Context: an optimization exercise on an open-source flow, tuned for small area. The choices shown serve that exercise and are no tape-out recipe.
Where RTL was checked, it was by simulation tests only, not by an equivalence proof against the original.
No activity file was given, so power comes from the tool's default toggle rates.

Setup of lagoon:
## fft_core
module fft_core (
   input               clk,
   input               rst_n,
   input        [3:0]  cfg_point,
   input               cfg_ifft,
   input        [5:0]  cfg_scaling,
   input               in_valid,
   input        [31:0] in_data,
   output logic        out_valid,
   output logic [31:0] out_data
);
clock: 20.0 ns
lec_check: 0
cap_margin: 0
core_margin: 2
core_utilization: 75
cts_buf_list: sky130_fd_sc_hd__clkbuf_4 sky130_fd_sc_hd__clkbuf_8
cts_cluster_diameter: 60
cts_cluster_size: 20
place_density: 0.85
slew_margin: 0
synth_hierarchical: 1
synth_memory_max_bits: 65536
standard.sh (not shown) runs the stock make flow with config.mk's settings and CLKGATE_MAP_FILE= SYNTH_SCRIPT=/design/flow/synth_recipe.tcl, a recipe that flattens the netlist after the stock synthesis.
==> flow/flow/run.sh <==
#!/bin/bash
# Layout flow: the standard flow (standard.sh: ORFS from the standard
# synthesis script to finish) with these settings changed:
#  - ABC maps the logic between registers with an area-oriented script
#    (flow/abc_speed.script, used in place of ORFS's script of that name;
#    registers are mapped before ABC runs, so they are unchanged);
#  - the port buffers that global placement inserts are buf_2 cells;
#  - clock tree synthesis inserts no dummy loads.
# make's full output goes to flow_make.log in the work folder; ORFS keeps
# each step's log under orfs/logs/.
set -euo pipefail
rm -rf scripts_abc
cp -r "$FLOW_HOME/scripts" scripts_abc
cp flow/abc_speed.script scripts_abc/abc_speed.script
bash standard.sh \
  "SCRIPTS_DIR=$PWD/scripts_abc" \
  "BUFFER_PORTS_ARGS=-buffer_cell sky130_fd_sc_hd__buf_2" \
  "CTS_ARGS=-sink_clustering_enable -repair_clock_nets -dont_use_dummy_load -buf_list {sky130_fd_sc_hd__clkbuf_4 sky130_fd_sc_hd__clkbuf_8} -sink_clustering_size 20 -sink_clustering_max_diameter 60" \
  finish > flow_make.log 2>&1
==> flow/flow/abc_speed.script <==
&get -n
&st
&dch
&nf -a -R 1000 -E 100 -F 8 -A 6
&put
topo
stime -c
The flow did not stop early for lagoon: all stages ran, and the layout cleared the timing, design-rule and antenna checks.
Here is what was changed in the inputs of indigo compared with lagoon.
diff --git a/flow/flow/run.sh b/flow/flow/run.sh
--- a/flow/flow/run.sh
+++ b/flow/flow/run.sh
@@ -16,4 +16,4 @@
   "SCRIPTS_DIR=$PWD/scripts_abc" \
   "BUFFER_PORTS_ARGS=-buffer_cell sky130_fd_sc_hd__buf_2" \
-  "CTS_ARGS=-sink_clustering_enable -repair_clock_nets -dont_use_dummy_load -buf_list {sky130_fd_sc_hd__clkbuf_4 sky130_fd_sc_hd__clkbuf_8} -sink_clustering_size 20 -sink_clustering_max_diameter 60" \
+  "CTS_ARGS=-sink_clustering_enable -repair_clock_nets -dont_use_dummy_load -buf_list {sky130_fd_sc_hd__clkbuf_2 sky130_fd_sc_hd__clkbuf_4 sky130_fd_sc_hd__clkbuf_8} -sink_clustering_size 12 -sink_clustering_max_diameter 40" \
   finish > flow_make.log 2>&1
diff --git a/flow/config.mk b/flow/config.mk
--- a/flow/config.mk
+++ b/flow/config.mk
@@ -9,7 +9,7 @@
 export CORE_MARGIN = 2
 export CORE_UTILIZATION = 75
-export CTS_BUF_LIST = sky130_fd_sc_hd__clkbuf_4 sky130_fd_sc_hd__clkbuf_8
-export CTS_CLUSTER_DIAMETER = 60
-export CTS_CLUSTER_SIZE = 20
+export CTS_BUF_LIST = sky130_fd_sc_hd__clkbuf_2 sky130_fd_sc_hd__clkbuf_4 sky130_fd_sc_hd__clkbuf_8
+export CTS_CLUSTER_DIAMETER = 40
+export CTS_CLUSTER_SIZE = 12
 export PLACE_DENSITY = 0.85
 export SLEW_MARGIN = 0
### Flow results
- Summary of indigo over lagoon: post-cts resize count has decreased; cell area saw an increase; worst hold margin decreased by 0.0036 ns relative to the old numbers.
- Clock slew at the register clock pins of the worst setup and hold paths is lower on indigo
- Between lagoon and indigo, the met1 routing resource usage after global routing figures differ only marginally.
- Arrival time reported for the critical path endpoint in indigo is 0.02 ns below lagoon.
- Compared to lagoon, the routing of indigo uses more wire.
- Diff lagoon -> indigo | relative contribution of combinational cells to total power | decrease of 1.9 points

Setup of run A:
fft_core, a different RTL version from the one above (not shown whole).
For scale: roughly 2000 cells after synthesis, roughly 290 flip-flops, ~0.022 mm2 of cells after synthesis.
Design fft_core, start of the top module:
module fft_core (
   input               clk,
   input               rst_n,
   input        [3:0]  cfg_point,
   input               cfg_ifft,
   input        [5:0]  cfg_scaling,
   input               in_valid,
   input        [31:0] in_data,
   output logic        out_valid,
   output logic [31:0] out_data
);
export LEC_CHECK = 0
export CAP_MARGIN = 0
export CORE_MARGIN = 2
export CORE_UTILIZATION = 75
export CTS_BUF_LIST = sky130_fd_sc_hd__clkbuf_2 sky130_fd_sc_hd__clkbuf_4 sky130_fd_sc_hd__clkbuf_8
export CTS_CLUSTER_DIAMETER = 60
export CTS_CLUSTER_SIZE = 20
export PLACE_DENSITY = 0.85
export SLEW_MARGIN = 0
export SYNTH_HIERARCHICAL = 1
export SYNTH_MEMORY_MAX_BITS = 65536
create_clock -name core_clock -period 20.0 [get_ports {clk}]
==> flow/flow/run.sh <==
#!/bin/bash
# Layout flow: the standard flow (standard.sh, all ORFS steps from the
# standard synthesis to finish) with two settings changed:
#  - the port buffers that global placement inserts are buf_2 cells;
#  - clock tree synthesis inserts no dummy loads.
# make's full output goes to flow_make.log in the work folder; ORFS keeps
# each step's log under orfs/logs/.
set -euo pipefail
bash standard.sh \
  "BUFFER_PORTS_ARGS=-buffer_cell sky130_fd_sc_hd__buf_2" \
  "CTS_ARGS=-sink_clustering_enable -repair_clock_nets -dont_use_dummy_load -buf_list {sky130_fd_sc_hd__clkbuf_2 sky130_fd_sc_hd__clkbuf_4 sky130_fd_sc_hd__clkbuf_8} -sink_clustering_size 20 -sink_clustering_max_diameter 60" \
  finish > flow_make.log 2>&1
Run A ran to completion and came out clean on the timing, design-rule and antenna checks.
Edits applied to the flow inputs when going from run A to run B:
-- flow/flow/run.sh --
<<< run A, line 9
bash standard.sh \
  "BUFFER_PORTS_ARGS=-buffer_cell sky130_fd_sc_hd__buf_2" \
  "CTS_ARGS=-sink_clustering_enable -repair_clock_nets -dont_use_dummy_load -buf_list {sky130_fd_sc_hd__clkbuf_2 sky130_fd_sc_hd__clkbuf_4 sky130_fd_sc_hd__clkbuf_8} -sink_clustering_size 20 -sink_clustering_max_diameter 60" \
>>> run B, line 9
bash standard.sh \
  "BUFFER_PORTS_ARGS=-buffer_cell sky130_fd_sc_hd__buf_1" \
  "CTS_ARGS=-sink_clustering_enable -repair_clock_nets -dont_use_dummy_load -buf_list {sky130_fd_sc_hd__clkbuf_2 sky130_fd_sc_hd__clkbuf_4 sky130_fd_sc_hd__clkbuf_8} -sink_clustering_size 20 -sink_clustering_max_diameter 60" \
-- flow/config.mk --
<<< run A, line 9
export CORE_MARGIN = 2
export CORE_UTILIZATION = 75
export CTS_BUF_LIST = sky130_fd_sc_hd__clkbuf_2 sky130_fd_sc_hd__clkbuf_4 sky130_fd_sc_hd__clkbuf_8
>>> run B, line 9
export CORE_MARGIN = 2
export CORE_UTILIZATION = 85
export CTS_BUF_LIST = sky130_fd_sc_hd__clkbuf_2 sky130_fd_sc_hd__clkbuf_4 sky130_fd_sc_hd__clkbuf_8
<<< run A, line 13
export CTS_CLUSTER_SIZE = 20
export PLACE_DENSITY = 0.85
export SLEW_MARGIN = 0
>>> run B, line 13
export CTS_CLUSTER_SIZE = 20
export PLACE_DENSITY = 0.92
export SLEW_MARGIN = 0
==> run notes <==
Complete run, failing final checks: run B, reason setup timing. NOTE: maximum achievable frequency in run B falls short of that of run A. met4 as the highest signal layer in the routed design was reported by run A, and met5 by run B. Run B against run A; routed wire length is up by more than a quarter. Compared with run A, run B shows a detailed placer's ending HPWL that is 9.8% higher. Die area: run B vs run A down 0.0035 mm2. Remaining max-slew budget at the tightest pin (run B over run A): decrease, 10 points. Against run A, run B reports a share of the cycle needed by the critical path after routing that is higher. Summary: with run A as the reference, critical path depth in cells in run B moved up by a few percent. Run A reports its timing startpoint of the critical path as dl4[1][0] while run B reports cd[0].
Inputs modified between run B and run C:
==> flow/run.sh (new file) <==
#!/bin/bash
# synth_recipe.tcl (not shown) runs the flow's synth.tcl, then flattens the netlist and writes it again
# the make line also repeats each setting of config.mk as NAME=value (left out here)
make -C /OpenROAD-flow-scripts/flow DESIGN_CONFIG=/design/flow/config.mk WORK_HOME=/design/flow/orfs CLKGATE_MAP_FILE= SYNTH_SCRIPT=/design/flow/synth_recipe.tcl finish
-- flow/config.mk --
<<< run B, line 9
export CORE_MARGIN = 2
export CORE_UTILIZATION = 85
export CTS_BUF_LIST = sky130_fd_sc_hd__clkbuf_2 sky130_fd_sc_hd__clkbuf_4 sky130_fd_sc_hd__clkbuf_8
>>> run C, line 9
export CORE_MARGIN = 2
export CORE_UTILIZATION = 60
export CTS_BUF_LIST = sky130_fd_sc_hd__clkbuf_2 sky130_fd_sc_hd__clkbuf_4 sky130_fd_sc_hd__clkbuf_8
<<< run B, line 13
export CTS_CLUSTER_SIZE = 20
export PLACE_DENSITY = 0.92
export SLEW_MARGIN = 0
>>> run C, line 13
export CTS_CLUSTER_SIZE = 20
export SLEW_MARGIN = 0
removed: flow/flow/run.sh
removed: flow/standard.sh
## What came out
- Comparing run C and run B, the one run not ending clean was run B.
- Highest fanout seen on the critical path (run C over run B): increase, 8
- Utilization in run C vs run B: down 25 points
- Measured against each other, run C and run B differ in multi-input logic area, the lower figure coming from run C.
- Run C -> run B: synthesized cell count flat
- Higher ratio of total power to cell area among run C and run B: run B
- Measured against run C, the combinational logic power of run B comes out at 1.11 times the reference value.
- Comparing the two runs side by side, run C comes out ahead of run B on worst hold-check slack.

fft_core, a different RTL version from the one above (not shown whole).
Size: about 2700 cells after synthesis, roughly 290 flip-flops, roughly 79 I/O pins, about 22000 sq um of cells after synthesis.
clock: 20.0 ns
lec_check: 0
abc_area: 1
cap_margin: 0
core_margin: 2
core_utilization: 60
cts_buf_list: sky130_fd_sc_hd__clkbuf_2 sky130_fd_sc_hd__clkbuf_4 sky130_fd_sc_hd__clkbuf_8
cts_cluster_diameter: 60
cts_cluster_size: 20
slew_margin: 0
synth_memory_max_bits: 65536
run.sh (not shown) runs the stock make flow with config.mk's settings and CLKGATE_MAP_FILE= SYNTH_SCRIPT=/design/flow/synth_recipe.tcl, a recipe that flattens the netlist after the stock synthesis.
Stock flow here: none of the scripts above is used.
Then changed:
- CORE_UTILIZATION: 60 -> 75
- PLACE_DENSITY: default -> 0.85
What happened: Die area falls by about 20%. Flip-flop and latch count stays the same. Critical path depth decreases by 3. Final area fell by about 1.5%. Utilization increases by 16 points. Worst setup slack got worse by 330 ps. Area after synthesis is unchanged. Via count is higher by about 7%. Worst hold slack gains 12 ps.
Function was not checked in any run of this note: the RTL went through the layout flow alone.

== north ==
fft_core, a different RTL version from the one above (not shown whole).
Size in the first run: about 290 flip-flops, about 79 I/O pins, ~24000 um2 of cells after synthesis.
## fft_core
module fft_core (
   input               clk,
   input               rst_n,
   input        [3:0]  cfg_point,
   input               cfg_ifft,
   input        [5:0]  cfg_scaling,
   input               in_valid,
   input        [31:0] in_data,
   output logic        out_valid,
   output logic [31:0] out_data
);
==> flow/config.mk <==
export PLATFORM = sky130hd
export DESIGN_NAME = fft_core
export DESIGN_NICKNAME = fft_core
export VERILOG_FILES = /design/flow/design.v
export SDC_FILE = /design/flow/constraint.sdc
export NUM_CORES = 4
export LEC_CHECK = 0
export CAP_MARGIN = 20
export CORE_MARGIN = 2
export CORE_UTILIZATION = 40
export SLEW_MARGIN = 20
export SYNTH_MEMORY_MAX_BITS = 65536
==> flow/constraint.sdc <==
create_clock -name core_clock -period 20.0 [get_ports {clk}]
set_input_delay 4.0000 -clock core_clock [delete_from_list [all_inputs] [get_ports {clk}]]
set_output_delay 4.0000 -clock core_clock [all_outputs]
set_load 0.01 [all_outputs]
The following lists how south was set up differently from north:
Settings: CORE_UTILIZATION changed from 40 to 60; ABC_AREA newly set to 1; CAP_MARGIN changed from 20 to 0; SLEW_MARGIN changed from 20 to 0.
Findings:
[south vs north] combinational power: lower in south
Synthesized cell count: south vs north up about 5.6%
Re sequential cell count: no difference whatsoever between south and north.
What east does differently from south at the input level:
Settings: CTS_BUF_LIST newly set to sky130_fd_sc_hd__clkbuf_2 sky130_fd_sc_hd__clkbuf_4 sky130_fd_sc_hd__clkbuf_8; CTS_CLUSTER_DIAMETER newly set to 60; CTS_CLUSTER_SIZE newly set to 20.
==> comparison <==
Sort east and south by data arrival time of the critical path desc -> top: east
Taking south as the reference, in east clock-net power -37%, time the final worst path needs with I/O delays and setup moved up.

== JK ==
fft_core, a different RTL version from the one above (not shown whole).
Size in the first run: roughly 1,800 cells after synthesis, about 79 I/O pins, ~0.019 sq mm of cells after synthesis.
## fft_core
module fft_core (
   input               clk,
   input               rst_n,
   input        [3:0]  cfg_point,
   input               cfg_ifft,
   input        [5:0]  cfg_scaling,
   input               in_valid,
   input        [31:0] in_data,
   output logic        out_valid,
   output logic [31:0] out_data
);
   wire ok  = ~((cfg_point >= 4'd4) && (cfg_point <= 4'd9));
   wire a8  = (cfg_point == 4'd3);
   wire a4  = (cfg_point == 4'd3) || (cfg_point == 4'd2);
   wire        iv8 = in_valid & ok;
   wire [31:0] x8  = cfg_ifft ? {in_data[15:0], in_data[31:16]} : in_data;
   logic [2:0]  cnt8;
   logic [32:0] dl8 [0:3];
   logic [3:0]  tag8;
   logic [1:0]  j8;           
   logic        mB, nB3;      
   logic [15:0] uh;           
   wire         mA  = a8 & tag8[2] & j8[0];
   wire         nA3 = j8[1];
   wire         bf8 = iv8 & a8 & cnt8[2];
   wire [15:0]  a8r = dl8[3][31:16], a8i = dl8[3][15:0];
  ...
clock: 20.0 ns
lec_check: 0
cap_margin: 0
core_margin: 2
core_utilization: 75
cts_buf_list: sky130_fd_sc_hd__clkbuf_4 sky130_fd_sc_hd__clkbuf_8
cts_cluster_diameter: 60
cts_cluster_size: 20
gpl_timing_driven: 0
place_density: 0.85
slew_margin: 0
synth_hierarchical: 1
synth_memory_max_bits: 65536
standard.sh (not shown) runs the stock make flow with config.mk's settings and CLKGATE_MAP_FILE= SYNTH_SCRIPT=/design/flow/synth_recipe.tcl, a recipe that flattens the netlist after the stock synthesis.
==> flow/flow/run.sh <==
#!/bin/bash
# Layout flow: the standard flow (standard.sh: ORFS from the standard
# synthesis script to finish) with these settings changed:
#  - ABC maps the logic between registers with an area-oriented script
#    (flow/abc_speed.script, used in place of ORFS's script of that name;
#    registers are mapped before ABC runs, so they are unchanged);
#  - the port buffers that global placement inserts are buf_2 cells;
#  - clock tree synthesis inserts no dummy loads.
# make's full output goes to flow_make.log in the work folder; ORFS keeps
# each step's log under orfs/logs/.
set -euo pipefail
rm -rf scripts_abc
cp -r "$FLOW_HOME/scripts" scripts_abc
cp flow/abc_speed.script scripts_abc/abc_speed.script
bash standard.sh \
  "SCRIPTS_DIR=$PWD/scripts_abc" \
  "BUFFER_PORTS_ARGS=-buffer_cell sky130_fd_sc_hd__buf_2" \
  "CTS_ARGS=-sink_clustering_enable -repair_clock_nets -dont_use_dummy_load -buf_list {sky130_fd_sc_hd__clkbuf_4 sky130_fd_sc_hd__clkbuf_8} -sink_clustering_size 20 -sink_clustering_max_diameter 60" \
  finish > flow_make.log 2>&1
Scripts as last shown in full above: flow/flow/abc_speed.script
JK went all the way through the flow, and no timing, DRC or antenna check failed.
### JK -> MS
-- flow/config.mk --
<<< JK, line 12
export CTS_CLUSTER_DIAMETER = 60
export CTS_CLUSTER_SIZE = 20
export GPL_TIMING_DRIVEN = 0
export PLACE_DENSITY = 0.85
export SLEW_MARGIN = 0
>>> MS, line 12
export CTS_CLUSTER_DIAMETER = 60
export CTS_CLUSTER_SIZE = 20
export PLACE_DENSITY = 0.85
export SLEW_MARGIN = 0
Findings:
Total chip power is lower on MS. Delta(placed instance count, MS - JK) > 0. Diff JK -> MS: via total after detailed routing about even, insertion delay to the later sink of the worst-skew pair about even, routed wire length rose 700 um. Going from JK to MS, combinational share of power dropped 0.2 points; power attributed to combinational cells barely changed; first-pass GRT wire length climbed 2.9%.
The inputs of AL differ from those of MS as listed below.
-- flow/flow/run.sh --
<<< MS, line 15
bash standard.sh \
  "SCRIPTS_DIR=$PWD/scripts_abc" \
  "BUFFER_PORTS_ARGS=-buffer_cell sky130_fd_sc_hd__buf_2" \
  "CTS_ARGS=-sink_clustering_enable -repair_clock_nets -dont_use_dummy_load -buf_list {sky130_fd_sc_hd__clkbuf_4 sky130_fd_sc_hd__clkbuf_8} -sink_clustering_size 20 -sink_clustering_max_diameter 60" \
  finish > flow_make.log 2>&1
>>> AL, line 15
bash standard.sh \
  "SCRIPTS_DIR=$PWD/scripts_abc" \
  "BUFFER_PORTS_ARGS=-buffer_cell sky130_fd_sc_hd__buf_1" \
  "CTS_ARGS=-sink_clustering_enable -repair_clock_nets -dont_use_dummy_load -buf_list {sky130_fd_sc_hd__clkbuf_4 sky130_fd_sc_hd__clkbuf_8} -sink_clustering_size 20 -sink_clustering_max_diameter 60" \
  finish > flow_make.log 2>&1
==> comparison <==
- The met3 wirelength from detailed routing reported for AL is smaller than that of MS by 450 um.
- As far as timing-limited maximum frequency is concerned, AL and MS perform about the same.
- Critical path capture point: out_data[18] -> MS, out_data[2] -> AL
- Summary: wire length of the first global-routing pass, AL better than MS
- Number of buffers outside the clock class in the layout ends up lower on AL.
- In terms of worst hold slack, MS and AL differ only marginally.
- AL — post-route clock period utilization 0.27 points higher, MS as reference
- Core area came out exactly the same in MS and AL.
### AL -> TR
-- flow/flow/run.sh --
<<< AL, line 5
#    (flow/abc_speed.script, used in place of ORFS's script of that name;
#    registers are mapped before ABC runs, so they are unchanged);
#  - the port buffers that global placement inserts are buf_2 cells;
#  - clock tree synthesis inserts no dummy loads.
# make's full output goes to flow_make.log in the work folder; ORFS keeps
>>> TR, line 5
#    (flow/abc_speed.script, used in place of ORFS's script of that name;
#    registers are mapped before ABC runs, so they are unchanged);
#  - the port buffers that global placement inserts are buf_1 cells;
#  - clock tree synthesis inserts no dummy loads.
# make's full output goes to flow_make.log in the work folder; ORFS keeps
-- flow/flow/abc_speed.script --
<<< AL, line 1
&get -n
&st
&dch
>>> TR, line 1
&get -n
&st
&dch
&nf -a -R 1000 -E 100 -F 8 -A 6
&st
&dch
### Flow results
Timing, DRC, antenna: 0 failures across TR and AL
TR vs AL on worst-case setup margin in the final layout: TR is the lower one.
When TR is measured against AL, its met3 usage turns out 1.4 points higher.
Status: area growth from synthesis to layout parity (TR, AL)

==> static timing again, ports no longer ideal <==
The flow's constraints put no driver on any port. The routed layouts listed below were extracted and timed again, unchanged, in two steps. Step 1, drivers: a clkbuf_16 drives clk and a buf_2 each remaining input, both assumed. Step 2 times the ports against the registers' clock, not the clock port: input delays grow and output delays shrink by t, the midpoint of the rising clock arrivals with the driver on. a / b / c = no drivers / after step 1 / after step 2; a / b = the first two.
| run | shift t [ns] | setup slack, ns | hold WS [ns] | worst setup path at the end |
|---|---|---|---|---|
| lagoon | 0.615 | 0.347 / 0.297 / 0.912 | 0.307 / 0.307 / 0.307 | register to output |
| indigo | 0.568 | 0.369 / 0.324 / 0.892 | 0.303 / 0.303 / 0.303 | register to output |
| run A | 0.625 | 0.391 / 0.343 / 0.967 | 0.262 / 0.262 / 0.262 | register to output |
| run B | 0.637 | -0.454 / -0.501 / 0.136 | 0.273 / 0.273 / 0.273 | register to output |
| run C | 0.666 | 0.490 / 0.432 / 1.069 | 0.325 / 0.325 / 0.325 | input to register |
| the first run of note 3 | 0.706 | 0.660 / 0.605 / 0.212 | 0.302 / 0.302 / 0.302 | input to register |
| the second run of note 3 | 0.651 | 0.330 / 0.278 / 0.227 | 0.314 / 0.314 / 0.314 | input to register |
| north | 0.611 | 0.534 / 0.478 / 0.304 | 0.315 / 0.315 / 0.315 | input to register |
| south | 0.594 | 0.573 / 0.518 / 0.164 | 0.312 / 0.312 / 0.312 | input to register |
| east | 0.684 | 0.426 / 0.373 / 0.183 | 0.307 / 0.307 / 0.307 | input to register |
| JK | 0.619 | 0.392 / 0.346 / 0.012 | 0.299 / 0.299 / 0.299 | input to register |
| MS | 0.619 | 0.390 / 0.343 / 0.962 | 0.306 / 0.306 / 0.306 | register to output |
| AL | 0.603 | 0.335 / 0.289 / 0.892 | 0.303 / 0.303 / 0.303 | register to output |
| TR | 0.611 | 0.299 / 0.250 / 0.861 | 0.295 / 0.295 / 0.295 | register to output |
The setup slack of the first run of note 3, which loses most, moves by -0.055 ns with the drivers and by -0.448 ns with both steps.
